Context: an optimization exercise on an open-source flow, tuned for small area. The choices shown serve that exercise and are no tape-out recipe. Function was checked by simulation only, so behaviour that the tests miss may differ from the original. Power and IR drop assume default switching activity.

==> flow/run.sh <==
#!/bin/bash
# Own flow: the standard layout, with the PE's leaf modules mapped one-to-one
# onto standard cells before synthesis (flow/map.py), buf_1 port buffers,
# synthesis buffers removed at floorplan, and the extra ORFS settings listed
# one per line in flow/make_args.  Each tool's output goes to a log here.
set -euo pipefail
python3 flow/map.py design.v > design_mapped.v 2> map.log
EXTRA=()
if [[ -f flow/make_args ]]; then
  while IFS= read -r line; do
    [[ -n "$line" && "$line" != \#* ]] && EXTRA+=("$line")
  done < flow/make_args
fi
bash standard.sh VERILOG_FILES=$PWD/design_mapped.v \
  "BUFFER_PORTS_ARGS=-buffer_cell sky130_fd_sc_hd__buf_1" \
  REMOVE_ABC_BUFFERS=1 "${EXTRA[@]}" \
  finish > standard.log 2>&1
==> flow/make_args <==
CTS_ARGS=-sink_clustering_enable -repair_clock_nets -dont_use_dummy_load -buf_list sky130_fd_sc_hd__clkbuf_8 -sink_clustering_size 18 -sink_clustering_max_diameter 70
==> flow/map.py <==
#!/usr/bin/env python3
"""Map the leaf modules of the PE netlist (Systolic_fa, Systolic_nand2, ...)
one-to-one onto sky130hd cells.  Reads design.v, writes the mapped design to
stdout.  Each leaf module keeps its name and ports; only its body becomes a
single standard-cell instance with the same function."""
import re, sys

CELLS = {
    'fa':    ("input a, b, ci, output s, co", "sky130_fd_sc_hd__fa_1 c (.A(a), .B(b), .CIN(ci), .SUM(s), .COUT(co));"),
    'ha':    ("input a, b, output s, co", "sky130_fd_sc_hd__ha_1 c (.A(a), .B(b), .SUM(s), .COUT(co));"),
    'nand2': ("input a, b, output y", "sky130_fd_sc_hd__nand2_1 c (.A(a), .B(b), .Y(y));"),
    'and2':  ("input a, b, output y", "sky130_fd_sc_hd__and2_1 c (.A(a), .B(b), .X(y));"),
    'nor2':  ("input a, b, output y", "sky130_fd_sc_hd__nor2_1 c (.A(a), .B(b), .Y(y));"),
    'or2':   ("input a, b, output y", "sky130_fd_sc_hd__or2_1 c (.A(a), .B(b), .X(y));"),
    'xor2':  ("input a, b, output y", "sky130_fd_sc_hd__xor2_1 c (.A(a), .B(b), .X(y));"),
    'xnor2': ("input a, b, output y", "sky130_fd_sc_hd__xnor2_1 c (.A(a), .B(b), .Y(y));"),
    'inv':   ("input a, output y", "sky130_fd_sc_hd__inv_2 c (.A(a), .Y(y));"),
    'nor2b': ("input a, bn, output y", "sky130_fd_sc_hd__nor2b_1 c (.A(a), .B_N(bn), .Y(y));"),
    'or2b':  ("input a, bn, output y", "sky130_fd_sc_hd__or2b_1 c (.A(a), .B_N(bn), .X(y));"),
}

src = open(sys.argv[1]).read()
n = 0
for m, (ports, body) in CELLS.items():
    pat = re.compile(r'\bmodule\s+Systolic_' + m + r'\b.*?\bendmodule\b', re.S)
    src, k = pat.subn(f"module Systolic_{m} ({ports});\n  {body}\nendmodule", src)
    n += k
sys.stdout.write(src)
print(f"map.py: mapped {n} leaf modules", file=sys.stderr)
==> standard.sh <==
#!/bin/bash
# synth_recipe.tcl (not shown) runs the flow's synth.tcl, then flattens the netlist and writes it again
# the make line also repeats each setting of config.mk as NAME=value (left out here)
make -C /OpenROAD-flow-scripts/flow DESIGN_CONFIG=/design/flow/config.mk WORK_HOME=/design/flow/orfs CLKGATE_MAP_FILE= SYNTH_SCRIPT=/design/flow/synth_recipe.tcl "${@:-finish}"
==> config.mk <==
export PLATFORM = sky130hd
export DESIGN_NAME = Matrix_Multiplication
export DESIGN_NICKNAME = Matrix_Multiplication
export VERILOG_FILES = /design/flow/design.v
export SDC_FILE = /design/flow/constraint.sdc
export NUM_CORES = 4
export LEC_CHECK = 0
export CAP_MARGIN = 20
export CORE_MARGIN = 2
export CORE_UTILIZATION = 65
export GPL_TIMING_DRIVEN = 0
export SLEW_MARGIN = 20
==> constraint.sdc <==
create_clock -name core_clock -period 8.0 [get_ports {clk}]
set_input_delay 1.6000 -clock core_clock [delete_from_list [all_inputs] [get_ports {clk}]]
set_output_delay 1.6000 -clock core_clock [all_outputs]
set_load 0.01 [all_outputs]
==> design.v <==
module Systolic_array (
    input clk, reset,
    input [7:0] in_na, in_nb,           
    output reg [7:0] out_na, out_nb,    
    output reg [16:0] out_c
);
  wire [16:0] nxt;
  wire w1;
  Systolic_nor2 u2 (.a(in_na[0]), .b(in_nb[0]), .y(w1));
  wire w3;
  Systolic_nor2 u4 (.a(in_na[0]), .b(in_nb[1]), .y(w3));
  wire w5;
  Systolic_nor2 u6 (.a(in_na[0]), .b(in_nb[2]), .y(w5));
  wire w7;
  Systolic_nor2 u8 (.a(in_na[0]), .b(in_nb[3]), .y(w7));
  wire w9;
  Systolic_nor2 u10 (.a(in_na[0]), .b(in_nb[4]), .y(w9));
  wire w11;
  Systolic_nor2 u12 (.a(in_na[0]), .b(in_nb[5]), .y(w11));
  wire w13;
  Systolic_nor2 u14 (.a(in_na[0]), .b(in_nb[6]), .y(w13));
  wire w15;
  Systolic_nor2 u16 (.a(in_na[0]), .b(in_nb[7]), .y(w15));
  wire w17;
  Systolic_nor2 u18 (.a(in_na[1]), .b(in_nb[0]), .y(w17));
  wire w19;
  Systolic_nor2 u20 (.a(in_na[1]), .b(in_nb[1]), .y(w19));
  wire w21;
  Systolic_nor2 u22 (.a(in_na[1]), .b(in_nb[2]), .y(w21));
  wire w23;
  Systolic_nor2 u24 (.a(in_na[1]), .b(in_nb[3]), .y(w23));
  wire w25;
  Systolic_nor2 u26 (.a(in_na[1]), .b(in_nb[4]), .y(w25));
  wire w27;
  Systolic_nor2 u28 (.a(in_na[1]), .b(in_nb[5]), .y(w27));
  wire w29;
  Systolic_nor2 u30 (.a(in_na[1]), .b(in_nb[6]), .y(w29));
  wire w31;
  Systolic_nor2 u32 (.a(in_na[1]), .b(in_nb[7]), .y(w31));
  wire w33;
  Systolic_nor2 u34 (.a(in_na[2]), .b(in_nb[0]), .y(w33));
  wire w35;
  Systolic_nor2 u36 (.a(in_na[2]), .b(in_nb[1]), .y(w35));
  wire w37;
  Systolic_nor2 u38 (.a(in_na[2]), .b(in_nb[2]), .y(w37));
  wire w39;
  Systolic_nor2 u40 (.a(in_na[2]), .b(in_nb[3]), .y(w39));
  wire w41;
  Systolic_nor2 u42 (.a(in_na[2]), .b(in_nb[4]), .y(w41));
  wire w43;
  Systolic_nor2 u44 (.a(in_na[2]), .b(in_nb[5]), .y(w43));
  wire w45;
  Systolic_nor2 u46 (.a(in_na[2]), .b(in_nb[6]), .y(w45));
  wire w47;
  Systolic_nor2 u48 (.a(in_na[2]), .b(in_nb[7]), .y(w47));
  wire w49;
  Systolic_nor2 u50 (.a(in_na[3]), .b(in_nb[0]), .y(w49));
  wire w51;
  Systolic_nor2 u52 (.a(in_na[3]), .b(in_nb[1]), .y(w51));
  wire w53;
  Systolic_nor2 u54 (.a(in_na[3]), .b(in_nb[2]), .y(w53));
  wire w55;
  Systolic_nor2 u56 (.a(in_na[3]), .b(in_nb[3]), .y(w55));
  wire w57;
  Systolic_nor2 u58 (.a(in_na[3]), .b(in_nb[4]), .y(w57));
  wire w59;
  Systolic_nor2 u60 (.a(in_na[3]), .b(in_nb[5]), .y(w59));
  wire w61;
  Systolic_nor2 u62 (.a(in_na[3]), .b(in_nb[6]), .y(w61));
  wire w63;
  Systolic_nor2 u64 (.a(in_na[3]), .b(in_nb[7]), .y(w63));
  wire w65;
  Systolic_nor2 u66 (.a(in_na[4]), .b(in_nb[0]), .y(w65));
  wire w67;
  Systolic_nor2 u68 (.a(in_na[4]), .b(in_nb[1]), .y(w67));
  wire w69;
  Systolic_nor2 u70 (.a(in_na[4]), .b(in_nb[2]), .y(w69));
  wire w71;
  Systolic_nor2 u72 (.a(in_na[4]), .b(in_nb[3]), .y(w71));
  wire w73;
  Systolic_nor2 u74 (.a(in_na[4]), .b(in_nb[4]), .y(w73));
  wire w75;
  Systolic_nor2 u76 (.a(in_na[4]), .b(in_nb[5]), .y(w75));
  wire w77;
  Systolic_nor2 u78 (.a(in_na[4]), .b(in_nb[6]), .y(w77));
  wire w79;
  Systolic_nor2 u80 (.a(in_na[4]), .b(in_nb[7]), .y(w79));
  wire w81;
  Systolic_nor2 u82 (.a(in_na[5]), .b(in_nb[0]), .y(w81));
  wire w83;
  Systolic_nor2 u84 (.a(in_na[5]), .b(in_nb[1]), .y(w83));
  wire w85;
  Systolic_nor2 u86 (.a(in_na[5]), .b(in_nb[2]), .y(w85));
  wire w87;
  Systolic_nor2 u88 (.a(in_na[5]), .b(in_nb[3]), .y(w87));
  wire w89;
  Systolic_nor2 u90 (.a(in_na[5]), .b(in_nb[4]), .y(w89));
  wire w91;
  Systolic_nor2 u92 (.a(in_na[5]), .b(in_nb[5]), .y(w91));
  wire w93;
  Systolic_nor2 u94 (.a(in_na[5]), .b(in_nb[6]), .y(w93));
  wire w95;
  Systolic_nor2 u96 (.a(in_na[5]), .b(in_nb[7]), .y(w95));
  wire w97;
  Systolic_nor2 u98 (.a(in_na[6]), .b(in_nb[0]), .y(w97));
  wire w99;
  Systolic_nor2 u100 (.a(in_na[6]), .b(in_nb[1]), .y(w99));
  wire w101;
  Systolic_nor2 u102 (.a(in_na[6]), .b(in_nb[2]), .y(w101));
  wire w103;
  Systolic_nor2 u104 (.a(in_na[6]), .b(in_nb[3]), .y(w103));
  wire w105;
  Systolic_nor2 u106 (.a(in_na[6]), .b(in_nb[4]), .y(w105));
  wire w107;
  Systolic_nor2 u108 (.a(in_na[6]), .b(in_nb[5]), .y(w107));
  wire w109;
  Systolic_nor2 u110 (.a(in_na[6]), .b(in_nb[6]), .y(w109));
  wire w111;
  Systolic_nor2 u112 (.a(in_na[6]), .b(in_nb[7]), .y(w111));
  wire w113;
  Systolic_nor2 u114 (.a(in_na[7]), .b(in_nb[0]), .y(w113));
  wire w115;
  Systolic_nor2 u116 (.a(in_na[7]), .b(in_nb[1]), .y(w115));
  wire w117;
  Systolic_nor2 u118 (.a(in_na[7]), .b(in_nb[2]), .y(w117));
  wire w119;
  Systolic_nor2 u120 (.a(in_na[7]), .b(in_nb[3]), .y(w119));
  wire w121;
  Systolic_nor2 u122 (.a(in_na[7]), .b(in_nb[4]), .y(w121));
  wire w123;
  Systolic_nor2 u124 (.a(in_na[7]), .b(in_nb[5]), .y(w123));
  wire w125;
  Systolic_nor2 u126 (.a(in_na[7]), .b(in_nb[6]), .y(w125));
  wire w127;
  Systolic_nor2 u128 (.a(in_na[7]), .b(in_nb[7]), .y(w127));
  wire w129;
  wire w130;
  Systolic_ha u131 (.a(out_c[0]), .b(w1), .s(w129), .co(w130));
  wire w132;
  wire w133;
  Systolic_ha u134 (.a(out_c[1]), .b(w17), .s(w132), .co(w133));
  wire w135;
  wire w136;
  Systolic_fa u137 (.a(w3), .b(w130), .ci(w132), .s(w135), .co(w136));
  wire w138;
  wire w139;
  Systolic_fa u140 (.a(out_c[2]), .b(w33), .ci(w19), .s(w138), .co(w139));
  wire w141;
  wire w142;
  Systolic_ha u143 (.a(w5), .b(w133), .s(w141), .co(w142));
  wire w144;
  wire w145;
  Systolic_fa u146 (.a(w138), .b(w141), .ci(w136), .s(w144), .co(w145));
  wire w147;
  wire w148;
  Systolic_ha u149 (.a(out_c[3]), .b(w21), .s(w147), .co(w148));
  wire w150;
  wire w151;
  Systolic_fa u152 (.a(w7), .b(w35), .ci(w49), .s(w150), .co(w151));
  wire w153;
  wire w154;
  Systolic_fa u155 (.a(w147), .b(w142), .ci(w139), .s(w153), .co(w154));
  wire w156;
  wire w157;
  Systolic_fa u158 (.a(w150), .b(w153), .ci(w145), .s(w156), .co(w157));
  wire w159;
  wire w160;
  Systolic_fa u161 (.a(out_c[4]), .b(w65), .ci(w9), .s(w159), .co(w160));
  wire w162;
  wire w163;
  Systolic_fa u164 (.a(w37), .b(w23), .ci(w51), .s(w162), .co(w163));
  wire w165;
  wire w166;
  Systolic_fa u167 (.a(w148), .b(w151), .ci(w159), .s(w165), .co(w166));
  wire w168;
  wire w169;
  Systolic_fa u170 (.a(w162), .b(w154), .ci(w165), .s(w168), .co(w169));
  wire w171;
  wire w172;
  Systolic_ha u173 (.a(w168), .b(w157), .s(w171), .co(w172));
  wire w174;
  wire w175;
  Systolic_fa u176 (.a(out_c[5]), .b(w81), .ci(w67), .s(w174), .co(w175));
  wire w177;
  wire w178;
  Systolic_fa u179 (.a(w11), .b(w39), .ci(w25), .s(w177), .co(w178));
  wire w180;
  wire w181;
  Systolic_fa u182 (.a(w53), .b(w160), .ci(w163), .s(w180), .co(w181));
  wire w183;
  wire w184;
  Systolic_fa u185 (.a(w177), .b(w174), .ci(w166), .s(w183), .co(w184));
  wire w186;
  wire w187;
  Systolic_fa u188 (.a(w180), .b(w183), .ci(w169), .s(w186), .co(w187));
  wire w189;
  wire w190;
  Systolic_ha u191 (.a(w172), .b(w186), .s(w189), .co(w190));
  wire w192;
  wire w193;
  Systolic_fa u194 (.a(out_c[6]), .b(w41), .ci(w27), .s(w192), .co(w193));
  wire w195;
  wire w196;
  Systolic_ha u197 (.a(w55), .b(w83), .s(w195), .co(w196));
  wire w198;
  wire w199;
  Systolic_fa u200 (.a(w69), .b(w97), .ci(w13), .s(w198), .co(w199));
  wire w201;
  wire w202;
  Systolic_fa u203 (.a(w195), .b(w178), .ci(w198), .s(w201), .co(w202));
  wire w204;
  wire w205;
  Systolic_fa u206 (.a(w175), .b(w192), .ci(w181), .s(w204), .co(w205));
  wire w207;
  wire w208;
  Systolic_fa u209 (.a(w201), .b(w184), .ci(w204), .s(w207), .co(w208));
  wire w210;
  wire w211;
  Systolic_fa u212 (.a(w207), .b(w187), .ci(w190), .s(w210), .co(w211));
  wire w213;
  wire w214;
  Systolic_fa u215 (.a(out_c[7]), .b(w113), .ci(w71), .s(w213), .co(w214));
  wire w216;
  wire w217;
  Systolic_fa u218 (.a(w43), .b(w85), .ci(w29), .s(w216), .co(w217));
  wire w219;
  wire w220;
  Systolic_fa u221 (.a(w57), .b(w99), .ci(w15), .s(w219), .co(w220));
  wire w222;
  wire w223;
  Systolic_fa u224 (.a(w196), .b(w193), .ci(w199), .s(w222), .co(w223));
  wire w225;
  wire w226;
  Systolic_fa u227 (.a(w216), .b(w213), .ci(w219), .s(w225), .co(w226));
  wire w228;
  wire w229;
  Systolic_fa u230 (.a(w202), .b(w222), .ci(w225), .s(w228), .co(w229));
  wire w231;
  wire w232;
  Systolic_fa u233 (.a(w205), .b(w228), .ci(w208), .s(w231), .co(w232));
  wire w234;
  wire w235;
  Systolic_ha u236 (.a(w231), .b(w211), .s(w234), .co(w235));
  wire w237;
  wire w238;
  Systolic_fa u239 (.a(out_c[8]), .b(w115), .ci(w101), .s(w237), .co(w238));
  wire w240;
  wire w241;
  Systolic_fa u242 (.a(w87), .b(w73), .ci(w45), .s(w240), .co(w241));
  wire w243;
  wire w244;
  Systolic_ha u245 (.a(w31), .b(w59), .s(w243), .co(w244));
  wire w246;
  wire w247;
  Systolic_fa u248 (.a(w243), .b(w214), .ci(w240), .s(w246), .co(w247));
  wire w249;
  wire w250;
  Systolic_fa u251 (.a(w217), .b(w220), .ci(w237), .s(w249), .co(w250));
  wire w252;
  wire w253;
  Systolic_fa u254 (.a(w223), .b(w226), .ci(w246), .s(w252), .co(w253));
  wire w255;
  wire w256;
  Systolic_fa u257 (.a(w249), .b(w229), .ci(w252), .s(w255), .co(w256));
  wire w258;
  wire w259;
  Systolic_fa u260 (.a(w255), .b(w232), .ci(w235), .s(w258), .co(w259));
  wire w261;
  wire w262;
  Systolic_fa u263 (.a(out_c[9]), .b(w89), .ci(w103), .s(w261), .co(w262));
  wire w264;
  wire w265;
  Systolic_fa u266 (.a(w61), .b(w75), .ci(w117), .s(w264), .co(w265));
  wire w267;
  wire w268;
  Systolic_fa u269 (.a(w47), .b(w244), .ci(w238), .s(w267), .co(w268));
  wire w270;
  wire w271;
  Systolic_fa u272 (.a(w241), .b(w264), .ci(w261), .s(w270), .co(w271));
  wire w273;
  wire w274;
  Systolic_fa u275 (.a(w247), .b(w267), .ci(w250), .s(w273), .co(w274));
  wire w276;
  wire w277;
  Systolic_fa u278 (.a(w270), .b(w253), .ci(w273), .s(w276), .co(w277));
  wire w279;
  wire w280;
  Systolic_fa u281 (.a(w256), .b(w276), .ci(w259), .s(w279), .co(w280));
  wire w282;
  wire w283;
  Systolic_fa u284 (.a(out_c[10]), .b(w63), .ci(w91), .s(w282), .co(w283));
  wire w285;
  wire w286;
  Systolic_fa u287 (.a(w77), .b(w105), .ci(w119), .s(w285), .co(w286));
  wire w288;
  wire w289;
  Systolic_fa u290 (.a(w265), .b(w262), .ci(w282), .s(w288), .co(w289));
  wire w291;
  wire w292;
  Systolic_fa u293 (.a(w285), .b(w268), .ci(w271), .s(w291), .co(w292));
  wire w294;
  wire w295;
  Systolic_fa u296 (.a(w288), .b(w274), .ci(w291), .s(w294), .co(w295));
  wire w297;
  wire w298;
  Systolic_fa u299 (.a(w277), .b(w294), .ci(w280), .s(w297), .co(w298));
  wire w300;
  wire w301;
  Systolic_fa u302 (.a(out_c[11]), .b(w79), .ci(w93), .s(w300), .co(w301));
  wire w303;
  wire w304;
  Systolic_fa u305 (.a(w107), .b(w121), .ci(w283), .s(w303), .co(w304));
  wire w306;
  wire w307;
  Systolic_fa u308 (.a(w286), .b(w300), .ci(w303), .s(w306), .co(w307));
  wire w309;
  wire w310;
  Systolic_fa u311 (.a(w289), .b(w292), .ci(w306), .s(w309), .co(w310));
  wire w312;
  wire w313;
  Systolic_fa u314 (.a(w295), .b(w309), .ci(w298), .s(w312), .co(w313));
  wire w315;
  wire w316;
  Systolic_fa u317 (.a(out_c[12]), .b(w123), .ci(w109), .s(w315), .co(w316));
  wire w318;
  wire w319;
  Systolic_fa u320 (.a(w95), .b(w301), .ci(w315), .s(w318), .co(w319));
  wire w321;
  wire w322;
  Systolic_fa u323 (.a(w304), .b(w318), .ci(w307), .s(w321), .co(w322));
  wire w324;
  wire w325;
  Systolic_fa u326 (.a(w321), .b(w310), .ci(w313), .s(w324), .co(w325));
  wire w327;
  wire w328;
  Systolic_fa u329 (.a(out_c[13]), .b(w111), .ci(w125), .s(w327), .co(w328));
  wire w330;
  wire w331;
  Systolic_fa u332 (.a(w316), .b(w327), .ci(w319), .s(w330), .co(w331));
  wire w333;
  wire w334;
  Systolic_fa u335 (.a(w330), .b(w322), .ci(w325), .s(w333), .co(w334));
  wire w336;
  wire w337;
  Systolic_fa u338 (.a(out_c[14]), .b(w127), .ci(w328), .s(w336), .co(w337));
  wire w339;
  wire w340;
  Systolic_fa u341 (.a(w336), .b(w331), .ci(w334), .s(w339), .co(w340));
  wire w342;
  wire w343;
  Systolic_fa u344 (.a(out_c[15]), .b(w337), .ci(w340), .s(w342), .co(w343));
  wire w345;
  Systolic_xor2 u346 (.a(out_c[16]), .b(w343), .y(w345));
  assign nxt[0] = w129;
  assign nxt[1] = w135;
  assign nxt[2] = w144;
  assign nxt[3] = w156;
  assign nxt[4] = w171;
  assign nxt[5] = w189;
  assign nxt[6] = w210;
  assign nxt[7] = w234;
  assign nxt[8] = w258;
  assign nxt[9] = w279;
  assign nxt[10] = w297;
  assign nxt[11] = w312;
  assign nxt[12] = w324;
  assign nxt[13] = w333;
  assign nxt[14] = w339;
  assign nxt[15] = w342;
  assign nxt[16] = w345;
  always @(posedge clk or posedge reset) begin
    if (reset) begin
      out_na <= 8'hff;
      out_nb <= 8'hff;
      out_c <= 17'b0;
    end else begin
      out_c <= nxt;
      out_na <= in_na;
      out_nb <= in_nb;
    end
  end
endmodule
module Systolic_array_in (
    input clk, reset,
    input [7:0] in_na, in_nb,           
    output reg [7:0] out_na, out_nb,    
    output reg [16:0] out_c
);
  wire [16:0] nxt;
  wire w1;
  Systolic_nor2 u2 (.a(in_na[0]), .b(in_nb[0]), .y(w1));
  wire w3;
  Systolic_nor2 u4 (.a(in_na[0]), .b(in_nb[1]), .y(w3));
  wire w5;
  Systolic_nor2 u6 (.a(in_na[0]), .b(in_nb[2]), .y(w5));
  wire w7;
  Systolic_nor2 u8 (.a(in_na[0]), .b(in_nb[3]), .y(w7));
  wire w9;
  Systolic_nor2 u10 (.a(in_na[0]), .b(in_nb[4]), .y(w9));
  wire w11;
  Systolic_nor2 u12 (.a(in_na[0]), .b(in_nb[5]), .y(w11));
  wire w13;
  Systolic_nor2 u14 (.a(in_na[0]), .b(in_nb[6]), .y(w13));
  wire w15;
  Systolic_nor2 u16 (.a(in_na[0]), .b(in_nb[7]), .y(w15));
  wire w17;
  Systolic_nor2 u18 (.a(in_na[1]), .b(in_nb[0]), .y(w17));
  wire w19;
  Systolic_nor2 u20 (.a(in_na[1]), .b(in_nb[1]), .y(w19));
  wire w21;
  Systolic_nor2 u22 (.a(in_na[1]), .b(in_nb[2]), .y(w21));
  wire w23;
  Systolic_nor2 u24 (.a(in_na[1]), .b(in_nb[3]), .y(w23));
  wire w25;
  Systolic_nor2 u26 (.a(in_na[1]), .b(in_nb[4]), .y(w25));
  wire w27;
  Systolic_nor2 u28 (.a(in_na[1]), .b(in_nb[5]), .y(w27));
  wire w29;
  Systolic_nor2 u30 (.a(in_na[1]), .b(in_nb[6]), .y(w29));
  wire w31;
  Systolic_nor2 u32 (.a(in_na[1]), .b(in_nb[7]), .y(w31));
  wire w33;
  Systolic_nor2 u34 (.a(in_na[2]), .b(in_nb[0]), .y(w33));
  wire w35;
  Systolic_nor2 u36 (.a(in_na[2]), .b(in_nb[1]), .y(w35));
  wire w37;
  Systolic_nor2 u38 (.a(in_na[2]), .b(in_nb[2]), .y(w37));
  wire w39;
  Systolic_nor2 u40 (.a(in_na[2]), .b(in_nb[3]), .y(w39));
  wire w41;
  Systolic_nor2 u42 (.a(in_na[2]), .b(in_nb[4]), .y(w41));
  wire w43;
  Systolic_nor2 u44 (.a(in_na[2]), .b(in_nb[5]), .y(w43));
  wire w45;
  Systolic_nor2 u46 (.a(in_na[2]), .b(in_nb[6]), .y(w45));
  wire w47;
  Systolic_nor2 u48 (.a(in_na[2]), .b(in_nb[7]), .y(w47));
  wire w49;
  Systolic_nor2 u50 (.a(in_na[3]), .b(in_nb[0]), .y(w49));
  wire w51;
  Systolic_nor2 u52 (.a(in_na[3]), .b(in_nb[1]), .y(w51));
  wire w53;
  Systolic_nor2 u54 (.a(in_na[3]), .b(in_nb[2]), .y(w53));
  wire w55;
  Systolic_nor2 u56 (.a(in_na[3]), .b(in_nb[3]), .y(w55));
  wire w57;
  Systolic_nor2 u58 (.a(in_na[3]), .b(in_nb[4]), .y(w57));
  wire w59;
  Systolic_nor2 u60 (.a(in_na[3]), .b(in_nb[5]), .y(w59));
  wire w61;
  Systolic_nor2 u62 (.a(in_na[3]), .b(in_nb[6]), .y(w61));
  wire w63;
  Systolic_nor2 u64 (.a(in_na[3]), .b(in_nb[7]), .y(w63));
  wire w65;
  Systolic_nor2 u66 (.a(in_na[4]), .b(in_nb[0]), .y(w65));
  wire w67;
  Systolic_nor2 u68 (.a(in_na[4]), .b(in_nb[1]), .y(w67));
  wire w69;
  Systolic_nor2 u70 (.a(in_na[4]), .b(in_nb[2]), .y(w69));
  wire w71;
  Systolic_nor2 u72 (.a(in_na[4]), .b(in_nb[3]), .y(w71));
  wire w73;
  Systolic_nor2 u74 (.a(in_na[4]), .b(in_nb[4]), .y(w73));
  wire w75;
  Systolic_nor2 u76 (.a(in_na[4]), .b(in_nb[5]), .y(w75));
  wire w77;
  Systolic_nor2 u78 (.a(in_na[4]), .b(in_nb[6]), .y(w77));
  wire w79;
  Systolic_nor2 u80 (.a(in_na[4]), .b(in_nb[7]), .y(w79));
  wire w81;
  Systolic_nor2 u82 (.a(in_na[5]), .b(in_nb[0]), .y(w81));
  wire w83;
  Systolic_nor2 u84 (.a(in_na[5]), .b(in_nb[1]), .y(w83));
  wire w85;
  Systolic_nor2 u86 (.a(in_na[5]), .b(in_nb[2]), .y(w85));
  wire w87;
  Systolic_nor2 u88 (.a(in_na[5]), .b(in_nb[3]), .y(w87));
  wire w89;
  Systolic_nor2 u90 (.a(in_na[5]), .b(in_nb[4]), .y(w89));
  wire w91;
  Systolic_nor2 u92 (.a(in_na[5]), .b(in_nb[5]), .y(w91));
  wire w93;
  Systolic_nor2 u94 (.a(in_na[5]), .b(in_nb[6]), .y(w93));
  wire w95;
  Systolic_nor2 u96 (.a(in_na[5]), .b(in_nb[7]), .y(w95));
  wire w97;
  Systolic_nor2 u98 (.a(in_na[6]), .b(in_nb[0]), .y(w97));
  wire w99;
  Systolic_nor2 u100 (.a(in_na[6]), .b(in_nb[1]), .y(w99));
  wire w101;
  Systolic_nor2 u102 (.a(in_na[6]), .b(in_nb[2]), .y(w101));
  wire w103;
  Systolic_nor2 u104 (.a(in_na[6]), .b(in_nb[3]), .y(w103));
  wire w105;
  Systolic_nor2 u106 (.a(in_na[6]), .b(in_nb[4]), .y(w105));
  wire w107;
  Systolic_nor2 u108 (.a(in_na[6]), .b(in_nb[5]), .y(w107));
  wire w109;
  Systolic_nor2 u110 (.a(in_na[6]), .b(in_nb[6]), .y(w109));
  wire w111;
  Systolic_nor2 u112 (.a(in_na[6]), .b(in_nb[7]), .y(w111));
  wire w113;
  Systolic_nor2 u114 (.a(in_na[7]), .b(in_nb[0]), .y(w113));
  wire w115;
  Systolic_nor2 u116 (.a(in_na[7]), .b(in_nb[1]), .y(w115));
  wire w117;
  Systolic_nor2 u118 (.a(in_na[7]), .b(in_nb[2]), .y(w117));
  wire w119;
  Systolic_nor2 u120 (.a(in_na[7]), .b(in_nb[3]), .y(w119));
  wire w121;
  Systolic_nor2 u122 (.a(in_na[7]), .b(in_nb[4]), .y(w121));
  wire w123;
  Systolic_nor2 u124 (.a(in_na[7]), .b(in_nb[5]), .y(w123));
  wire w125;
  Systolic_nor2 u126 (.a(in_na[7]), .b(in_nb[6]), .y(w125));
  wire w127;
  Systolic_nor2 u128 (.a(in_na[7]), .b(in_nb[7]), .y(w127));
  wire w129;
  wire w130;
  Systolic_ha u131 (.a(out_c[0]), .b(w1), .s(w129), .co(w130));
  wire w132;
  wire w133;
  Systolic_ha u134 (.a(out_c[1]), .b(w17), .s(w132), .co(w133));
  wire w135;
  wire w136;
  Systolic_fa u137 (.a(w3), .b(w130), .ci(w132), .s(w135), .co(w136));
  wire w138;
  wire w139;
  Systolic_fa u140 (.a(out_c[2]), .b(w33), .ci(w19), .s(w138), .co(w139));
  wire w141;
  wire w142;
  Systolic_ha u143 (.a(w5), .b(w133), .s(w141), .co(w142));
  wire w144;
  wire w145;
  Systolic_fa u146 (.a(w138), .b(w141), .ci(w136), .s(w144), .co(w145));
  wire w147;
  wire w148;
  Systolic_ha u149 (.a(out_c[3]), .b(w21), .s(w147), .co(w148));
  wire w150;
  wire w151;
  Systolic_fa u152 (.a(w7), .b(w35), .ci(w49), .s(w150), .co(w151));
  wire w153;
  wire w154;
  Systolic_fa u155 (.a(w147), .b(w142), .ci(w139), .s(w153), .co(w154));
  wire w156;
  wire w157;
  Systolic_fa u158 (.a(w150), .b(w153), .ci(w145), .s(w156), .co(w157));
  wire w159;
  wire w160;
  Systolic_fa u161 (.a(out_c[4]), .b(w65), .ci(w9), .s(w159), .co(w160));
  wire w162;
  wire w163;
  Systolic_fa u164 (.a(w37), .b(w23), .ci(w51), .s(w162), .co(w163));
  wire w165;
  wire w166;
  Systolic_fa u167 (.a(w148), .b(w151), .ci(w159), .s(w165), .co(w166));
  wire w168;
  wire w169;
  Systolic_fa u170 (.a(w162), .b(w154), .ci(w165), .s(w168), .co(w169));
  wire w171;
  wire w172;
  Systolic_ha u173 (.a(w168), .b(w157), .s(w171), .co(w172));
  wire w174;
  wire w175;
  Systolic_fa u176 (.a(out_c[5]), .b(w81), .ci(w67), .s(w174), .co(w175));
  wire w177;
  wire w178;
  Systolic_fa u179 (.a(w11), .b(w39), .ci(w25), .s(w177), .co(w178));
  wire w180;
  wire w181;
  Systolic_fa u182 (.a(w53), .b(w160), .ci(w163), .s(w180), .co(w181));
  wire w183;
  wire w184;
  Systolic_fa u185 (.a(w177), .b(w174), .ci(w166), .s(w183), .co(w184));
  wire w186;
  wire w187;
  Systolic_fa u188 (.a(w180), .b(w183), .ci(w169), .s(w186), .co(w187));
  wire w189;
  wire w190;
  Systolic_ha u191 (.a(w172), .b(w186), .s(w189), .co(w190));
  wire w192;
  wire w193;
  Systolic_fa u194 (.a(out_c[6]), .b(w41), .ci(w27), .s(w192), .co(w193));
  wire w195;
  wire w196;
  Systolic_ha u197 (.a(w55), .b(w83), .s(w195), .co(w196));
  wire w198;
  wire w199;
  Systolic_fa u200 (.a(w69), .b(w97), .ci(w13), .s(w198), .co(w199));
  wire w201;
  wire w202;
  Systolic_fa u203 (.a(w195), .b(w178), .ci(w198), .s(w201), .co(w202));
  wire w204;
  wire w205;
  Systolic_fa u206 (.a(w175), .b(w192), .ci(w181), .s(w204), .co(w205));
  wire w207;
  wire w208;
  Systolic_fa u209 (.a(w201), .b(w184), .ci(w204), .s(w207), .co(w208));
  wire w210;
  wire w211;
  Systolic_fa u212 (.a(w207), .b(w187), .ci(w190), .s(w210), .co(w211));
  wire w213;
  wire w214;
  Systolic_fa u215 (.a(out_c[7]), .b(w113), .ci(w71), .s(w213), .co(w214));
  wire w216;
  wire w217;
  Systolic_fa u218 (.a(w43), .b(w85), .ci(w29), .s(w216), .co(w217));
  wire w219;
  wire w220;
  Systolic_fa u221 (.a(w57), .b(w99), .ci(w15), .s(w219), .co(w220));
  wire w222;
  wire w223;
  Systolic_fa u224 (.a(w196), .b(w193), .ci(w199), .s(w222), .co(w223));
  wire w225;
  wire w226;
  Systolic_fa u227 (.a(w216), .b(w213), .ci(w219), .s(w225), .co(w226));
  wire w228;
  wire w229;
  Systolic_fa u230 (.a(w202), .b(w222), .ci(w225), .s(w228), .co(w229));
  wire w231;
  wire w232;
  Systolic_fa u233 (.a(w205), .b(w228), .ci(w208), .s(w231), .co(w232));
  wire w234;
  wire w235;
  Systolic_ha u236 (.a(w231), .b(w211), .s(w234), .co(w235));
  wire w237;
  wire w238;
  Systolic_fa u239 (.a(out_c[8]), .b(w115), .ci(w101), .s(w237), .co(w238));
  wire w240;
  wire w241;
  Systolic_fa u242 (.a(w87), .b(w73), .ci(w45), .s(w240), .co(w241));
  wire w243;
  wire w244;
  Systolic_ha u245 (.a(w31), .b(w59), .s(w243), .co(w244));
  wire w246;
  wire w247;
  Systolic_fa u248 (.a(w243), .b(w214), .ci(w240), .s(w246), .co(w247));
  wire w249;
  wire w250;
  Systolic_fa u251 (.a(w217), .b(w220), .ci(w237), .s(w249), .co(w250));
  wire w252;
  wire w253;
  Systolic_fa u254 (.a(w223), .b(w226), .ci(w246), .s(w252), .co(w253));
  wire w255;
  wire w256;
  Systolic_fa u257 (.a(w249), .b(w229), .ci(w252), .s(w255), .co(w256));
  wire w258;
  wire w259;
  Systolic_fa u260 (.a(w255), .b(w232), .ci(w235), .s(w258), .co(w259));
  wire w261;
  wire w262;
  Systolic_fa u263 (.a(out_c[9]), .b(w89), .ci(w103), .s(w261), .co(w262));
  wire w264;
  wire w265;
  Systolic_fa u266 (.a(w61), .b(w75), .ci(w117), .s(w264), .co(w265));
  wire w267;
  wire w268;
  Systolic_fa u269 (.a(w47), .b(w244), .ci(w238), .s(w267), .co(w268));
  wire w270;
  wire w271;
  Systolic_fa u272 (.a(w241), .b(w264), .ci(w261), .s(w270), .co(w271));
  wire w273;
  wire w274;
  Systolic_fa u275 (.a(w267), .b(w247), .ci(w250), .s(w273), .co(w274));
  wire w276;
  wire w277;
  Systolic_fa u278 (.a(w270), .b(w253), .ci(w273), .s(w276), .co(w277));
  wire w279;
  wire w280;
  Systolic_fa u281 (.a(w256), .b(w276), .ci(w259), .s(w279), .co(w280));
  wire w282;
  wire w283;
  Systolic_fa u284 (.a(out_c[10]), .b(w63), .ci(w91), .s(w282), .co(w283));
  wire w285;
  wire w286;
  Systolic_fa u287 (.a(w77), .b(w105), .ci(w119), .s(w285), .co(w286));
  wire w288;
  wire w289;
  Systolic_fa u290 (.a(w265), .b(w262), .ci(w282), .s(w288), .co(w289));
  wire w291;
  wire w292;
  Systolic_fa u293 (.a(w285), .b(w268), .ci(w271), .s(w291), .co(w292));
  wire w294;
  wire w295;
  Systolic_fa u296 (.a(w288), .b(w274), .ci(w291), .s(w294), .co(w295));
  wire w297;
  wire w298;
  Systolic_fa u299 (.a(w277), .b(w294), .ci(w280), .s(w297), .co(w298));
  wire w300;
  wire w301;
  Systolic_fa u302 (.a(out_c[11]), .b(w79), .ci(w93), .s(w300), .co(w301));
  wire w303;
  wire w304;
  Systolic_fa u305 (.a(w107), .b(w121), .ci(w283), .s(w303), .co(w304));
  wire w306;
  wire w307;
  Systolic_fa u308 (.a(w286), .b(w300), .ci(w303), .s(w306), .co(w307));
  wire w309;
  wire w310;
  Systolic_fa u311 (.a(w289), .b(w292), .ci(w306), .s(w309), .co(w310));
  wire w312;
  wire w313;
  Systolic_fa u314 (.a(w295), .b(w309), .ci(w298), .s(w312), .co(w313));
  wire w315;
  wire w316;
  Systolic_fa u317 (.a(out_c[12]), .b(w123), .ci(w109), .s(w315), .co(w316));
  wire w318;
  wire w319;
  Systolic_fa u320 (.a(w95), .b(w301), .ci(w315), .s(w318), .co(w319));
  wire w321;
  wire w322;
  Systolic_fa u323 (.a(w304), .b(w318), .ci(w307), .s(w321), .co(w322));
  wire w324;
  wire w325;
  Systolic_fa u326 (.a(w321), .b(w310), .ci(w313), .s(w324), .co(w325));
  wire w327;
  wire w328;
  Systolic_fa u329 (.a(out_c[13]), .b(w111), .ci(w125), .s(w327), .co(w328));
  wire w330;
  wire w331;
  Systolic_fa u332 (.a(w316), .b(w327), .ci(w319), .s(w330), .co(w331));
  wire w333;
  wire w334;
  Systolic_fa u335 (.a(w330), .b(w322), .ci(w325), .s(w333), .co(w334));
  wire w336;
  wire w337;
  Systolic_fa u338 (.a(out_c[14]), .b(w127), .ci(w328), .s(w336), .co(w337));
  wire w339;
  wire w340;
  Systolic_fa u341 (.a(w336), .b(w331), .ci(w334), .s(w339), .co(w340));
  wire w342;
  wire w343;
  Systolic_fa u344 (.a(out_c[15]), .b(w337), .ci(w340), .s(w342), .co(w343));
  wire w345;
  Systolic_xor2 u346 (.a(out_c[16]), .b(w343), .y(w345));
  assign nxt[0] = w129;
  assign nxt[1] = w135;
  assign nxt[2] = w144;
  assign nxt[3] = w156;
  assign nxt[4] = w171;
  assign nxt[5] = w189;
  assign nxt[6] = w210;
  assign nxt[7] = w234;
  assign nxt[8] = w258;
  assign nxt[9] = w279;
  assign nxt[10] = w297;
  assign nxt[11] = w312;
  assign nxt[12] = w324;
  assign nxt[13] = w333;
  assign nxt[14] = w339;
  assign nxt[15] = w342;
  assign nxt[16] = w345;
  always @(posedge clk or posedge reset) begin
    if (reset) begin
      out_na <= 8'hff;
      out_nb <= 8'hff;
      out_c <= 17'b0;
    end else begin
      out_c <= nxt;
      out_na <= in_na;
      out_nb <= in_nb;
    end
  end
endmodule
module Systolic_inv8 (input [7:0] a, output [7:0] y);
  Systolic_inv u0 (.a(a[0]), .y(y[0]));
  Systolic_inv u1 (.a(a[1]), .y(y[1]));
  Systolic_inv u2 (.a(a[2]), .y(y[2]));
  Systolic_inv u3 (.a(a[3]), .y(y[3]));
  Systolic_inv u4 (.a(a[4]), .y(y[4]));
  Systolic_inv u5 (.a(a[5]), .y(y[5]));
  Systolic_inv u6 (.a(a[6]), .y(y[6]));
  Systolic_inv u7 (.a(a[7]), .y(y[7]));
endmodule
module Systolic_fa (input a, b, ci, output s, co);
  assign s = a ^ b ^ ci;
  assign co = (a & b) | (a & ci) | (b & ci);
endmodule
module Systolic_ha (input a, b, output s, co);
  assign s = a ^ b;
  assign co = a & b;
endmodule
module Systolic_inv (input a, output y);
  assign y = ~a;
endmodule
module Systolic_nor2 (input a, b, output y);
  assign y = ~(a | b);
endmodule
module Systolic_xor2 (input a, b, output y);
  assign y = a ^ b;
endmodule
module Matrix_Multiplication (
  input clk, reset,
  input [7:0] a1, a2, a3, a4, b1, b2, b3, b4,
  output [16:0] c1, c2, c3, c4, c5, c6, c7, c8, c9, c10, c11, c12, c13, c14, c15, c16
);
  wire [7:0] na1, na2, na3, na4, nb1, nb2, nb3, nb4;
  Systolic_inv8 Ia1 (.a(a1), .y(na1));
  Systolic_inv8 Ia2 (.a(a2), .y(na2));
  Systolic_inv8 Ia3 (.a(a3), .y(na3));
  Systolic_inv8 Ia4 (.a(a4), .y(na4));
  Systolic_inv8 Ib1 (.a(b1), .y(nb1));
  Systolic_inv8 Ib2 (.a(b2), .y(nb2));
  Systolic_inv8 Ib3 (.a(b3), .y(nb3));
  Systolic_inv8 Ib4 (.a(b4), .y(nb4));
  wire [7:0] va00, vb00;
  wire [7:0] va01, vb01;
  wire [7:0] va02, vb02;
  wire [7:0] va03, vb03;
  wire [7:0] va10, vb10;
  wire [7:0] va11, vb11;
  wire [7:0] va12, vb12;
  wire [7:0] va13, vb13;
  wire [7:0] va20, vb20;
  wire [7:0] va21, vb21;
  wire [7:0] va22, vb22;
  wire [7:0] va23, vb23;
  wire [7:0] va30, vb30;
  wire [7:0] va31, vb31;
  wire [7:0] va32, vb32;
  wire [7:0] va33, vb33;
  Systolic_array B1 (.clk(clk), .reset(reset), .in_na(na1), .in_nb(nb1), .out_na(va00), .out_nb(vb00), .out_c(c1));
  Systolic_array B2 (.clk(clk), .reset(reset), .in_na(na2), .in_nb(vb00), .out_na(va01), .out_nb(vb01), .out_c(c2));
  Systolic_array B3 (.clk(clk), .reset(reset), .in_na(na3), .in_nb(vb01), .out_na(va02), .out_nb(vb02), .out_c(c3));
  Systolic_array B4 (.clk(clk), .reset(reset), .in_na(na4), .in_nb(vb02), .out_na(va03), .out_nb(), .out_c(c4));
  Systolic_array B5 (.clk(clk), .reset(reset), .in_na(va00), .in_nb(nb2), .out_na(va10), .out_nb(vb10), .out_c(c5));
  Systolic_array_in B6 (.clk(clk), .reset(reset), .in_na(va01), .in_nb(vb10), .out_na(va11), .out_nb(vb11), .out_c(c6));
  Systolic_array_in B7 (.clk(clk), .reset(reset), .in_na(va02), .in_nb(vb11), .out_na(va12), .out_nb(vb12), .out_c(c7));
  Systolic_array_in B8 (.clk(clk), .reset(reset), .in_na(va03), .in_nb(vb12), .out_na(va13), .out_nb(), .out_c(c8));
  Systolic_array B9 (.clk(clk), .reset(reset), .in_na(va10), .in_nb(nb3), .out_na(va20), .out_nb(vb20), .out_c(c9));
  Systolic_array_in B10 (.clk(clk), .reset(reset), .in_na(va11), .in_nb(vb20), .out_na(va21), .out_nb(vb21), .out_c(c10));
  Systolic_array_in B11 (.clk(clk), .reset(reset), .in_na(va12), .in_nb(vb21), .out_na(va22), .out_nb(vb22), .out_c(c11));
  Systolic_array_in B12 (.clk(clk), .reset(reset), .in_na(va13), .in_nb(vb22), .out_na(va23), .out_nb(), .out_c(c12));
  Systolic_array B13 (.clk(clk), .reset(reset), .in_na(va20), .in_nb(nb4), .out_na(), .out_nb(vb30), .out_c(c13));
  Systolic_array_in B14 (.clk(clk), .reset(reset), .in_na(va21), .in_nb(vb30), .out_na(), .out_nb(vb31), .out_c(c14));
  Systolic_array_in B15 (.clk(clk), .reset(reset), .in_na(va22), .in_nb(vb31), .out_na(), .out_nb(vb32), .out_c(c15));
  Systolic_array_in B16 (.clk(clk), .reset(reset), .in_na(va23), .in_nb(vb32), .out_na(), .out_nb(), .out_c(c16));
endmodule
==> results of run 1 <==
## worst max-delay path: stages
cell and delay, ns:
buf_1 0.16, inv_2 0.13, nor2_1 0.15, fa_1 0.46, fa_1 0.44, fa_1 0.53
fa_1 0.43, ha_1 0.21, fa_1 0.38, ha_1 0.21, fa_1 0.38, fa_1 0.40
fa_1 0.39, fa_1 0.40, fa_1 0.40, fa_1 0.39, fa_1 0.39, fa_1 0.38
xor2_1 0.15
## metrics by stage
stage	utilization [%]	hold slack, ns	total power (W)	area, µm²
2_1_floorplan	-	0.3958	0.01220	38060
3_3_place_gp	65.69	0.4287	0.01522	40310
3_5_place_dp	65.88	0.4282	0.01590	40430
4_1_cts	66.80	0.3818	0.01735	41000
5_1_grt	66.80	0.3853	0.01918	41000
6_report	66.80	0.3862	0.01689	41000
## report_power, final
part           switching [W]  internal (W)
clock network       0.000808      0.000459
registers           0.000865       0.00357
logic                0.00596       0.00523
total                0.00763       0.00926
## flip-flops by register name, summed over array words and instances, names as in the netlist, 17 cells and up
signal / count
B6.out_c: 17
B2.out_c: 17
B15.out_c: 17
B9.out_c: 17
B14.out_c: 17
B12.out_c: 17
B4.out_c: 17
B8.out_c: 17
B7.out_c: 17
B16.out_c: 17
B5.out_c: 17
B10.out_c: 17
B1.out_c: 17
B13.out_c: 17
B3.out_c: 17
B11.out_c: 17
## kinds of logic after synthesis
kind of cell	Yosys count	synth area share, %
xor gates and xnor gates	16	0.3494
DFF	464	29.55
adders and majority gates	1152	54.81
buffers and inverters	337	5.700
and+or+nand+nor	1024	9.585
## worst paths after layout
kind	startpoint	endpoint	slack [ns]	cells after the start
max	a4[0]	B4.out_c[16]	0.50	19
min	B3.out_na[0]	B7.out_na[0]	0.39	0
max reg2reg	B7.out_na[4]	B11.out_c[16]	1.03	17
min reg2reg	B3.out_na[0]	B7.out_na[0]	0.39	0
max in group asynchronous	reset	B4.out_na[6]	4.66	6
min in group asynchronous	reset	B13.out_c[10]	0.98	2
## routing by layer
layer	up-vias	global-route usage, %	wire length [µm]
li1	9051	-	-
met1	12330	40.05	32910
met2	764	48.78	44650
met3	196	5.077	5428
met4	0	11.31	3451
met5	-	0	0
## layout by cell type (no fill, tap or decap), drive strengths merged
cell type,count
nor2,1024
fa,1008
buf,341
dfrtp,272
dfstp,192
ha,144
inv,65
clkbuf,41
xor2,16
diode,1
## final cells by class
cell class / instances / area (µm²) / area share, %
clock buffers: 41 / 564.3 / 1.376
diodes: 1 / 2.502 / 0.006104
multi-input cells: 2192 / 25960 / 63.33
inverters: 65 / 251.5 / 0.6134
flip-flops and latches: 464 / 11850 / 28.91
well taps: 790 / 988.4 / 2.411
repair buffers: 341 / 1375 / 3.354
==> impl_metrics.tcl, run 1 <==
set metrics [dict create \
    outcome "no timing/DRC/antenna violations" \
    synth_top_area_share_pct 50.32 \
    fin_worst_skew_ns 0.05976 \
    ys_types 9 \
    async_reset_ff_share_pct 100.0 \
    hold_viol 0 \
    finalSetupViolCount 0 \
    core_area_mm2 0.06137 \
    netlist_top_cells_count "nor2_1 (1,024), fa_1 (1,008), buf_4 (272), dfrtp_1 (272), dfstp_2 (192)" \
    hold_class "reg2reg" \
    start_util_pct 65.34 \
    worstSetupPathType "in2reg" \
    grt_start_max_net_pins 109 \
    leakagePower_nw 18.39 \
    wl_um 86440 \
    p_per_area_mw_per_mm2 412.0 \
    drive_gt1_share_pct 9.733 \
    drc_errors 0 \
    max-slew-margin-rel_pct 63.81 \
    place.detailed.hpwl_um 69000 \
    maxCapViolations 0 \
    crit_path_max_fanout 9 \
    yosys.cell_count.top_type "nor2_1" \
    synth_edf_count 0 \
    rows 91 \
    gr-total-overflow 0 \
    cts_tree "done" \
    ys_warn_count 2 \
    synth_area_leaders "fa_1 (50%), dfrtp_1 (17%), dfstp_2 (13%)" \
    max_freq_mhz 133.3 \
    clock_sinks 464 \
    layout_setup_ws_ns 0.4993 \
    dieArea_mm2 0.06370 \
    cts_made_buffers 41 \
    synth_seq_cells 464 \
    post_cts_resized 0 \
    ys.flop_type "dfrtp_1" \
    areaGrowthSynthToFinish_pct 2.234 \
    clkSlewWorstSetupHoldPaths_ns 0.10 \
    avgViaCountPerCell 5.737 \
    rsz0062_at_grt "no" \
    worstMarginPinSlew_ns 0.5428 \
    final_antenna_net_count 0 \
    required_ns 8.50 \
    drt_iter0_drc 1117 \
    gp_congestion 0.8867 \
    cts_setup_buffers 0 \
    synthesis.instances 2993 \
    nNetsFinal 4323 \
    fin_crit_sh_pct 93.76 \
    num_vias 22340 \
    antenna_found_initial 1 \
    synth_area_leader_cell "fa_1" \
    critPathCaptureType "flop" \
    place_ws_ns -0.1546 \
    cp-start-kind "input port" \
    ir_worst_vdd_mv 0.3989 \
    holdBufCountCts 0 \
    die_h_um 252.4 \
    slew_violations 0 \
    insertion_delay_ns 0.66 \
    htree_levels 2 \
    firstDrtPassIters 5 \
    crit_arrival_ns 8.00 \
    io_pins 338 \
    syn_avg_cell_area_um2 13.40 \
    root_buffer "clkbuf_8" \
    finalSetupTns_ns 0 \
    fillers 4549 \
    dieWidth_um 252.4 \
    yosysSeqAreaShare_pct 29.55 \
    placed_cells 3852 \
    clock_path_buffers 3 \
    io_buffers 337 \
    grt_use_total_pct 29.54 \
    wl_per_cell_um 22.20 \
    final_cells 3894 \
    grt_pass1_vias 26700 \
    grt_pass1_wl_um 144400 \
    syn_area_mm2 0.04010 \
    period_minus_slack_ns 7.501 \
]
==> inputs of run 2 (changes only) <==
==> flow/make_args (replaced) <==
CTS_ARGS=-sink_clustering_enable -repair_clock_nets -dont_use_dummy_load -buf_list sky130_fd_sc_hd__clkbuf_8 -sink_clustering_size 17 -sink_clustering_max_diameter 60
==> run 2 against run 1 <==
Effect of this change:
- sequential cell count unchanged
- maximum frequency is 0.45% higher
- synthesized cell count unchanged
- cell count grew 0.23%
- clock-buffer cell count is 8 higher
- via count about the same
- synthesized area unchanged
==> impl_metrics.tcl, run 2 <==
set metrics [dict create \
    outcome "no timing/DRC/antenna violations" \
    gp_congestion 0.8867 \
    die_h_um 252.4 \
    r2r_cells 17 \
    max_freq_mhz 133.9 \
    cts_tree "done" \
    areaGrowthSynthToFinish_pct 2.515 \
    synth_area_leaders "fa_1 (50%), dfrtp_1 (17%), dfstp_2 (13%)" \
    post_cts_resized 0 \
    drt_iter0_drc 1172 \
    maxCapViolations 0 \
    grt_start_max_net_pins 109 \
    r2r_end "B6.out_c[16]" \
    worstMarginPinSlew_ns 0.5457 \
    crit_arrival_ns 7.99 \
    leakagePower_nw 18.45 \
    fillers 4534 \
    rsz0062_at_grt "no" \
    clkSlewWorstSetupHoldPaths_ns 0.09 \
    grt_use_total_pct 29.62 \
    async_reset_ff_share_pct 100.0 \
    slew_violations 0 \
    yosysSeqAreaShare_pct 29.55 \
    hold_class "reg2reg" \
    cts_made_buffers 49 \
    grt_pass1_vias 26840 \
    place.detailed.hpwl_um 69000 \
    netlist_top_cells_count "nor2_1 (1,024), fa_1 (1,008), buf_4 (272), dfrtp_1 (272), dfstp_2 (192)" \
    holdBufCountCts 0 \
    clock_path_buffers 3 \
    synth_edf_count 0 \
    required_ns 8.53 \
    layout_setup_ws_ns 0.5326 \
    dieArea_mm2 0.06370 \
    period_minus_slack_ns 7.467 \
    p_sw_w 0.007664 \
    cp_top_family "adder cells" \
    gr-total-overflow 0 \
    synth_area_leader_cell "fa_1" \
    cts_setup_buffers 0 \
    min-delay-start "B3.out_na[0]" \
    final_common_cell "nor2_1" \
    synth_top_area_share_pct 50.32 \
    place_ws_ns -0.1546 \
    cp_num_buf_inv 2 \
    htree_levels 2 \
    cp-start-kind "input port" \
    max-slew-margin-rel_pct 63.62 \
    firstDrtPassIters 5 \
    start_util_pct 65.34 \
    yosys.cell_count.top_type "nor2_1" \
    mostFrequentLayoutCells "nor2_1 (1,024), fa_1 (1,008), buf_1 (337)" \
    fin_area_mm2 0.04111 \
    p_int_w 0.009349 \
    power.total_w 0.01701 \
    critPathCapture "B4.out_c[16]" \
    path_depth 19 \
    drive_gt1_share_pct 9.965 \
    ys_warn_count 2 \
    p_per_area_mw_per_mm2 413.8 \
    final_antenna_net_count 0 \
    core_area_mm2 0.06137 \
    crit_start "a4[0]" \
    syn_area_mm2 0.04010 \
    nNetsFinal 4331 \
    ys_types 9 \
    critPathCaptureType "flop" \
    globalRouteMet3Util_pct 5.675 \
    ys.flop_type "dfrtp_1" \
    fin_util_pct 66.99 \
    dpl-instance-area_mm2 0.04043 \
    wl_per_cell_um 22.20 \
    antenna_found_initial 1 \
    max_stage_delay_ns 0.53 \
    met1_usage_pct 39.92 \
    dieWidth_um 252.4 \
    synthesis.instances 2993 \
    crit_top_cell "fa_1" \
    fin_crit_sh_pct 93.34 \
    p_clk_share_pct 8.1 \
    grt_pass1_wl_um 144700 \
    fin_worst_skew_ns 0.04148 \
    root_buffer "clkbuf_8" \
    seqPwrFrac_pct 26.1 \
    placed_cells 3852 \
    rows 91 \
    hold_viol 0 \
    power_switching_share_pct 45.05 \
    cpMaxStageDelayCell "fa_1" \
    ir_worst_vdd_mv 0.3926 \
    io_buffers 337 \
    insertion_delay_ns 0.69 \
    r2r_start "B2.out_na[4]" \
    clock_sinks 464 \
    busiest_layer "met2" \
    synth_seq_cells 464 \
    reg2reg_setup_slack_ns 1.06 \
    crit_path_max_fanout 9 \
    drc_errors 0 \
    crit_chain "buf_1 -> inv_2 -> nor2_1 -> fa_1 -> fa_1 -> fa_1 -> fa_1 -> ha_1 -> fa_1 -> ha_1 -> fa_1 -> fa_1 -> fa_1 -> fa_1 -> fa_1 -> fa_1 -> fa_1 -> fa_1 -> xor2_1" \
    p_comb_share_pct 65.8 \
    worstSetupPathType "in2reg" \
    wl_um 86650 \
    syn_avg_cell_area_um2 13.40 \
    use_met2_pct 48.96 \
    finalSetupViolCount 0 \
    avgViaCountPerCell 5.724 \
    final_cells 3903 \
    num_vias 22340 \
    io_pins 338 \
]
[run 2: cell types whose count changed in the layout (fill, tap and decap cells not counted)]
cell / previous run / this run
diode_2: 1 / 2
clkbuf_8: 41 / 49
[run 2: power by group through the flow]
stage | Sequential [W] | Clock, W | Combinational (W)
floorplan | 0.00459 | 0 | 0.00761
global placement | 0.00447 | 0 | 0.0108
detailed placement | 0.00448 | 0 | 0.0114
CTS | 0.00446 | 0.00144 | 0.0116
global route | 0.00458 | 0.00152 | 0.0132
finish | 0.00444 | 0.00138 | 0.0112
[run 2: metal layers]
metal  wire length [µm]  vias up  share of wire (%)
met5                  0        -                  0
met4               3357        0                3.9
met3               5598      204                6.5
met2              44910      776                 52
met1              32790    12300                 38
li1                   -     9060                  -
[run 2: worst register-to-register path: cells and delay by family (launching register included)]
kind	cells	cell delay (ns)
adders and majority gates	15	5.84
DFF	1	0.69
xor gates and xnor gates	1	0.16
and+or+nand+nor	1	0.11
[run 2: worst min-delay path by stage]
stage                                to  depth (start not counted)
final                      B7.out_na[0]                          0
after global placement     B8.out_na[7]                          0
after global routing       B5.out_na[0]                          0
after detailed placement   B6.out_nb[7]                          0
after CTS                  B7.out_na[0]                          0
after floorplan           B10.out_nb[0]                          0
[run 2: per-stage QoR]
| stage | hold WS (ns) | TNS, ns |
|---|---|---|
| 6_report | 0.4078 | 0 |
| 5_1_grt | 0.4094 | 0 |
| 4_1_cts | 0.3906 | 0 |
| 3_5_place_dp | 0.4282 | -0.3935 |
| 3_3_place_gp | 0.4287 | -4151.54 |
| 2_1_floorplan | 0.3958 | -2183.70 |
[run 2: area by class of cell]
| type | instances | area, µm² | area share, % |
|---|---|---|---|
| multi-input cells | 2192 | 25960 | 63.16 |
| flip-flops and latches | 464 | 11850 | 28.83 |
| repair buffers | 341 | 1375 | 3.345 |
| well taps | 790 | 988.4 | 2.404 |
| clock buffers | 49 | 674.4 | 1.640 |
| inverters | 65 | 251.5 | 0.6117 |
| diodes | 2 | 5.005 | 0.01217 |
[run 2: cell families (layout without fill, tap and decap cells)]
logic type                 count (synthesis)  count (layout)  synth area share [%]
other                                      0               2                     0
adders and majority gates               1152            1152                 54.81
and+or+nand+nor                         1024            1024                 9.585
DFF                                      464             464                 29.55
xor gates and xnor gates                  16              16                0.3494
buffers and inverters                    337             455                 5.700
==> inputs of run 3 (changes only) <==
==> flow/make_args (replaced) <==
CTS_ARGS=-sink_clustering_enable -dont_use_dummy_load -buf_list sky130_fd_sc_hd__clkbuf_8 -sink_clustering_size 16 -sink_clustering_max_diameter 90
==> run 3 against run 2 <==
Effect of this change:
- via count is 0.49% lower
- worst setup slack lost 0.032 ns
- clock power down 12%
- synthesized area unchanged
- maximum frequency decreased by 0.43%
- largest cell class unchanged
==> impl_metrics.tcl, run 3 <==
set metrics [dict create \
    root_buffer "clkbuf_8" \
    place.detailed.hpwl_um 69000 \
    ys_warn_count 2 \
    gp_congestion 0.8867 \
    netlist_top_cells_count "nor2_1 (1,024), fa_1 (1,008), buf_4 (272), dfrtp_1 (272), dfstp_2 (192)" \
    r2r_cells 17 \
    cts_tree "done" \
    fin_area_mm2 0.04093 \
    cpMaxStageDelayCell "fa_1" \
    die_h_um 252.4 \
    synth_top_area_share_pct 50.32 \
    grt_pass1_wl_um 144200 \
    synth_area_leaders "fa_1 (50%), dfrtp_1 (17%), dfstp_2 (13%)" \
    r2r_start "B14.out_nb[3]" \
    holdPathEnd "B2.out_nb[4]" \
    required_ns 8.52 \
    globalRouteMet3Util_pct 5.015 \
    maxCapViolations 0 \
    whs_path_depth 0 \
    holdBufCountCts 0 \
    worstMarginPinSlew_ns 0.5393 \
    clock_sinks 464 \
    synthesis.instances 2993 \
    leakagePower_nw 18.36 \
    start_util_pct 65.34 \
    outcome "no timing/DRC/antenna violations" \
    post_cts_resized 0 \
    syn_avg_cell_area_um2 13.40 \
    min-delay-start "B1.out_nb[4]" \
    hold_viol 0 \
    crit_arrival_ns 8.02 \
    max_stage_delay_ns 0.53 \
    period_minus_slack_ns 7.500 \
    avgViaCountPerCell 5.716 \
    crit_top_cell "fa_1" \
    clock_path_buffers 3 \
    htree_levels 2 \
    dieArea_mm2 0.06370 \
    wl_per_cell_um 22.18 \
    cp-start-kind "input port" \
    insertion_delay_ns 0.63 \
    syn_area_mm2 0.04010 \
    synth_area_leader_cell "fa_1" \
    io_pins 338 \
    place_ws_ns -0.1546 \
    final_antenna_net_count 0 \
    finalSetupViolCount 0 \
    antenna_found_initial 1 \
    num_vias 22230 \
    max-slew-margin-rel_pct 64.04 \
    core_area_mm2 0.06137 \
    clkSlewWorstSetupHoldPaths_ns 0.10 \
    met1_usage_pct 40.00 \
    ir_worst_vdd_mv 0.3914 \
    dieWidth_um 252.4 \
    ys_types 9 \
    reg2reg_setup_slack_ns 1.06 \
    drt_iter0_drc 1227 \
    grt_start_max_net_pins 109 \
    worstSetupPathType "in2reg" \
    async_reset_ff_share_pct 100.0 \
    crit_chain "buf_1 -> inv_2 -> nor2_1 -> fa_1 -> fa_1 -> fa_1 -> fa_1 -> ha_1 -> fa_1 -> ha_1 -> fa_1 -> fa_1 -> fa_1 -> fa_1 -> fa_1 -> fa_1 -> fa_1 -> fa_1 -> xor2_1" \
    synth_seq_cells 464 \
    dpl-instance-area_mm2 0.04043 \
    io_buffers 337 \
    nNetsFinal 4318 \
    rows 91 \
    drc_errors 0 \
    yosysSeqAreaShare_pct 29.55 \
    layout_setup_ws_ns 0.5004 \
    drive_gt1_share_pct 9.587 \
    cts_setup_buffers 0 \
    slew_violations 0 \
    r2r_end "B15.out_c[16]" \
    gr-total-overflow 0 \
    cp_num_buf_inv 2 \
    critPathCaptureType "flop" \
    mostFrequentLayoutCells "nor2_1 (1,024), fa_1 (1,008), buf_1 (337)" \
    busiest_layer "met2" \
    cts_made_buffers 36 \
    rsz0062_at_grt "no" \
    p_per_area_mw_per_mm2 411.1 \
    cp_top_family "adder cells" \
    crit_path_max_fanout 9 \
    fin_worst_skew_ns 0.03541 \
    firstDrtPassIters 5 \
    hold_class "reg2reg" \
    wl_um 86260 \
    max_freq_mhz 133.3 \
    grt_pass1_vias 26710 \
    fin_crit_sh_pct 93.75 \
    areaGrowthSynthToFinish_pct 2.062 \
    grt_use_total_pct 29.52 \
    yosys.cell_count.top_type "nor2_1" \
    synth_edf_count 0 \
    use_met2_pct 48.95 \
    ys.flop_type "dfrtp_1" \
    final_common_cell "nor2_1" \
]
run 3: worst max-delay path by stage:
stage	depth (start not counted)	startpoint	end	slack, ns
after floorplan	1	reset	B1.out_c[0]	-6.22
after global placement	2	reset	B8.out_c[10]	-11.14
after detailed placement	19	a4[0]	B4.out_c[16]	-0.15
after CTS	19	a4[0]	B4.out_c[16]	0.56
after global routing	19	a4[0]	B4.out_c[16]	0.37
final	19	a4[0]	B4.out_c[16]	0.50
run 3: cell type report:
class | count | area, µm²
antenna | 1 | 2.502
clock buffer | 36 | 495.5
fill | 4558 | 20440
inverter | 65 | 251.5
multi-input combinational | 2192 | 25960
sequential | 464 | 11850
tap | 790 | 988.4
timing repair buffer | 341 | 1375
run 3: worst reg2reg max path, stage by stage (launching register included):
cell	delay [ns]
dfstp_2	0.70
nor2_1	0.11
fa_1	0.45
fa_1	0.43
fa_1	0.52
fa_1	0.42
ha_1	0.21
fa_1	0.39
ha_1	0.21
fa_1	0.38
fa_1	0.39
fa_1	0.39
fa_1	0.41
fa_1	0.44
fa_1	0.42
fa_1	0.41
fa_1	0.40
xor2_1	0.15
run 3: metrics by stage:
stage | instances | setup TNS [ns] | hold slack [ns] | util, % | total power [W]
3_5_place_dp | 3852 | -0.3935 | 0.4282 | 65.88 | 0.01590
4_1_cts | 3888 | 0 | 0.4182 | 66.69 | 0.01729
6_report | 3889 | 0 | 0.4116 | 66.69 | 0.01682
2_1_floorplan | 2721 | -2183.70 | 0.3958 | - | 0.01220
3_3_place_gp | 3848 | -4151.54 | 0.4287 | 65.69 | 0.01522
5_1_grt | 3889 | 0 | 0.4213 | 66.69 | 0.01910
run 3: per-layer routing:
metal  share of wire, %  up-vias  routed length, µm
li1                   -     9038                  -
met1                 38    12250              32720
met2                 52      755              44800
met3                6.3      186               5406
met4                3.9        0               3329
met5                  0        -                  0
run 3: report_power, final:
part	switching [W]	internal, W
clock	0.000798	0.000407
sequential	0.000862	0.00357
combinational	0.00596	0.00523
run 3: logic make-up after synthesis:
logic type	count (synthesis)	share of synthesized area [%]
flip-flops	464	29.55
buffers and inverters	337	5.700
XOR/XNOR	16	0.3494
adder cells (fa/ha/maj)	1152	54.81
AND/OR/NAND/NOR	1024	9.585

[port drivers added, routing unchanged]
Ports are ideal in the flow. The routed layouts listed here were re-timed in OpenROAD. Step 1 sets driving cells, clkbuf_16 on the clock port and buf_2 on the other inputs (assumed; they add their load-dependent delay and slew). Step 2, shift: input delay + t, output delay - t, t = (earliest + latest rising clock arrival at the registers) / 2. This alone moves slack from input paths to output paths. Slacks: ideal ports / drivers / drivers and shift; pairs: ideal ports / drivers.
run | t (ns) | setup WS [ns] | latest minus earliest clock arrival (ns) | pins driven straight from the clock port
run 1 | 0.703 | 0.499 / 0.542 / -0.160 | 0.080 / 0.079 | 1
run 2 | 0.720 | 0.533 / 0.569 / -0.151 | 0.064 / 0.064 | 1
run 3 | 0.676 | 0.500 / 0.536 / -0.140 | 0.043 / 0.044 | 1
With both steps, setup timing fails in every run listed, where it was met with ideal ports. The setup slack of run 2, which loses most, moves by +0.036 ns with the drivers and by -0.684 ns with both steps.
